Background: an optimization exercise with open tools, aiming at small area, a short achievable clock period and few clock cycles. Do not read the settings as production practice.

==> inputs of run A <==
## MyDesign
module MyDesign (
  input  wire        dut_run,
  output reg         dut_busy,
  input  wire        reset_b,
  input  wire        clk,
  output wire        input_sram_write_enable,
  output wire [11:0] input_sram_write_addresss,
  output wire [15:0] input_sram_write_data,
  output reg  [11:0] input_sram_read_address,
  input  wire [15:0] input_sram_read_data,
  output reg         output_sram_write_enable,
  output reg  [11:0] output_sram_write_addresss,
  output reg  [15:0] output_sram_write_data,
  output wire [11:0] output_sram_read_address,
  input  wire [15:0] output_sram_read_data,
  output wire        scratchpad_sram_write_enable,
  output wire [11:0] scratchpad_sram_write_addresss,
  output wire [15:0] scratchpad_sram_write_data,
  output wire [11:0] scratchpad_sram_read_address,
  input  wire [15:0] scratchpad_sram_read_data,
  output wire        weights_sram_write_enable,
  output wire [11:0] weights_sram_write_addresss,
  output wire [15:0] weights_sram_write_data,
  output wire [11:0] weights_sram_read_address,
  input  wire [15:0] weights_sram_read_data
);
Settings: LEC_CHECK=0, CAP_MARGIN=20, CORE_MARGIN=2, CORE_UTILIZATION=40, PLACE_DENSITY=0.6, SETUP_SLACK_MARGIN=4.5, SLEW_MARGIN=20; clock period 8.5 ns.
run.sh (not shown) runs the stock make flow with config.mk's settings and CLKGATE_MAP_FILE= SYNTH_SCRIPT=/design/flow/synth_recipe.tcl, a recipe that flattens the netlist after the stock synthesis.
==> run D: changes against run A <==
--- a/flow/design.v
+++ b/flow/design.v
@@ -46,17 +46,17 @@
   reg [6:0]  w3m1;         
   reg [4:0]  wd;           
   reg [4:0]  prd;          
   reg i_n, i_c, i_l;
   reg a_n;
-  reg p0, p1, p2, p3, p4, p5, p6, p7;
-  reg l0, l1, l2, l3, l4, l5, l6, l7;
+  reg p0, p1, p2, p3, p4, p5, p6;
+  reg l0, l1, l2, l3, l4, l5, l6;
   reg [2:0]  wcnt;
   reg        half, wlast;
   wire [5:0] wv = nreg[6:1];
-  reg  lastcol;            
-  reg  laststrip;          
+  wire lastcol = (wd == 5'd0);
+  wire laststrip = (prd == 5'd0);
   wire [15:0] din = input_sram_read_data;
   reg  [1:0] xsel, ysel;
   reg        cin;
   reg [11:0] xop, yop;
   always @(*) begin
@@ -151,31 +151,23 @@
       S_R0S: ;
       S_END: input_sram_read_address <= 12'd0;
       default: input_sram_read_address <= anext;
     endcase
     case (sl)
-      S_BUB: begin
-        colptr <= sb; wd <= wv - 6'd1; prd <= wv - 6'd2;
-        lastcol <= 1'b0; laststrip <= (wv == 6'd2);
-      end
+      S_BUB: begin colptr <= sb; wd <= wv - 6'd1; prd <= wv - 6'd2; end
       S_P0: begin
         colptr <= colptr + 12'd1;
         if (lastcol && !laststrip) sb <= anext;
         if (lastcol && laststrip) sb <= anext;
       end
       S_P2: begin
         if (lastcol && !laststrip) colptr <= sb;
         if (lastcol && laststrip) sb <= anext;
       end
       S_P3: begin
-        if (lastcol) begin
-          wd <= wv - 6'd1; prd <= prd - 5'd1;
-          lastcol <= 1'b0; laststrip <= (prd == 5'd1);
-        end else begin
-          wd <= wd - 5'd1;
-          lastcol <= (wd == 5'd1);
-        end
+        if (lastcol) begin wd <= wv - 6'd1; prd <= prd - 5'd1; end
+        else begin wd <= wd - 5'd1; end
       end
       default: ;
     endcase
     if (a_n) begin
       nreg <= din[6:0];
@@ -228,17 +220,17 @@
       default: xs1 <= opB;
     endcase
   end
   always @(posedge clk or negedge reset_b) begin
     if (!reset_b) begin
-      p1 <= 1'b0; p2 <= 1'b0; p3 <= 1'b0; p4 <= 1'b0; p5 <= 1'b0; p6 <= 1'b0; p7 <= 1'b0;
+      p1 <= 1'b0; p2 <= 1'b0; p3 <= 1'b0; p4 <= 1'b0; p5 <= 1'b0; p6 <= 1'b0;
     end else begin
-      p1 <= p0; p2 <= p1; p3 <= p2; p4 <= p3; p5 <= p4; p6 <= p5; p7 <= p6;
+      p1 <= p0; p2 <= p1; p3 <= p2; p4 <= p3; p5 <= p4; p6 <= p5;
     end
   end
   always @(posedge clk) begin
-    l1 <= l0; l2 <= l1; l3 <= l2; l4 <= l3; l5 <= l4; l6 <= l5; l7 <= l6;
+    l1 <= l0; l2 <= l1; l3 <= l2; l4 <= l3; l5 <= l4; l6 <= l5;
   end
   reg [18:0] cs0_0, cs0_1;
   reg [18:0] cs1_0, cs1_1;
   reg [18:0] cs2_0, cs2_1;
   wire [7:0] x0_0 = xs0[23:16];
@@ -2692,33 +2684,31 @@
   assign cs2_1_d[17] = t2_421;
   assign cs2_0_d[18] = t2_422;
   assign cs2_1_d[18] = t2_423;
   always @(posedge clk) begin cs2_0 <= cs2_0_d; cs2_1 <= cs2_1_d; end
   wire [18:0] csum = cs2_0 + cs2_1;
-  reg  [6:0] vr;    
-  always @(posedge clk)
-    vr <= csum[18] ? 7'd0 : ((|csum[17:7]) ? 7'd127 : csum[6:0]);
+  wire [6:0] v = csum[18] ? 7'd0 : ((|csum[17:7]) ? 7'd127 : csum[6:0]);
   reg  [6:0] mx;
-  wire [6:0] mxv = (vr > mx) ? vr : mx;
+  wire [6:0] mxv = (v > mx) ? v : mx;
   always @(posedge clk) begin
-    if (p4) mx <= vr;
-    else if (p5 || p6) mx <= mxv;
+    if (p3) mx <= v;
+    else if (p4 || p5) mx <= mxv;
   end
   always @(posedge clk or negedge reset_b) begin
     if (!reset_b) output_sram_write_enable <= 1'b0;
-    else output_sram_write_enable <= p7 && (half || l7);
+    else output_sram_write_enable <= p6 && (half || l6);
   end
   always @(posedge clk) begin
     if (!dut_busy) begin
       half <= 1'b0;
       wlast <= 1'b0;
-    end else if (p7) begin
+    end else if (p6) begin
       if (!half) begin
         output_sram_write_data[15:8] <= {1'b0, mxv};
-        if (l7) output_sram_write_data[7:0] <= 8'd0;
+        if (l6) output_sram_write_data[7:0] <= 8'd0;
         else half <= 1'b1;
-        wlast <= l7;
+        wlast <= l6;
       end else begin
         output_sram_write_data[7:0] <= {1'b0, mxv};
         half <= 1'b0;
         wlast <= 1'b0;
       end
ABC_CLOCK_PERIOD_IN_PS = 3500   (was not set)
SETUP_SLACK_MARGIN = 5.0   (was 4.5)
==> run notes <==
                                                                       run A         run D
Outcome                                             timing/DRC/antenna clean  timing/DRC/antenna clean
Ratio of routed vias to standard cells                                 4.788         4.896
Share of final layout cell area taken by non-clock buffers            3.879%        5.657%
Worst min-delay path endpoint                                         sr1[3]        sr1[1]
Area share of the leading cell type in the synthesized netlist        32.08%        32.35%
Number of stages on the worst setup path                                  10            11
Fill cells                                                             7,848         7,695
Compound-gate portion of the synthesized area                         3.789%        3.954%
Sequential cell area                                            11,290 sq um  11,060 sq um
DP Cell Count                                                          4,141         4,088
Combined buffer and inverter count along the critical path                 2             3
Layout Cells excl Fill                                                 4,324         4,355
Minimum period implied by the final worst setup slack               4.235 ns      4.231 ns
Adder-Cell Fraction of Synth Area                                     35.95%        36.21%
HPWL Detailed                                                       64.77 mm      66.31 mm
Setup slack of the worst register-to-register path                   4.26 ns       4.27 ns
No run of this note included a check of the RTL's function; only the layout flow was run.

-- what the ideal ports hide --
No port has a modelled driver above. Below, the same layouts with a new extraction and two added sets of constraints.
Step 1 assumes that a clkbuf_16 drives the clock port and a buf_2 every other input.
Step 2 also shifts input and output timing later by t, the mid clock arrival at the registers, as if the neighbouring blocks saw the same clock.
Slacks: ideal ports / drivers / drivers and shift; pairs: ideal ports / drivers.
run | t (ns) | slack for setup (ns) | clock arrival spread, ns
run A | 0.668 | 4.265 / 4.265 / 4.265 | 0.040 / 0.040
run D | 0.679 | 4.269 / 4.269 / 4.269 | 0.042 / 0.042
After both steps setup and hold are still met in every run listed.
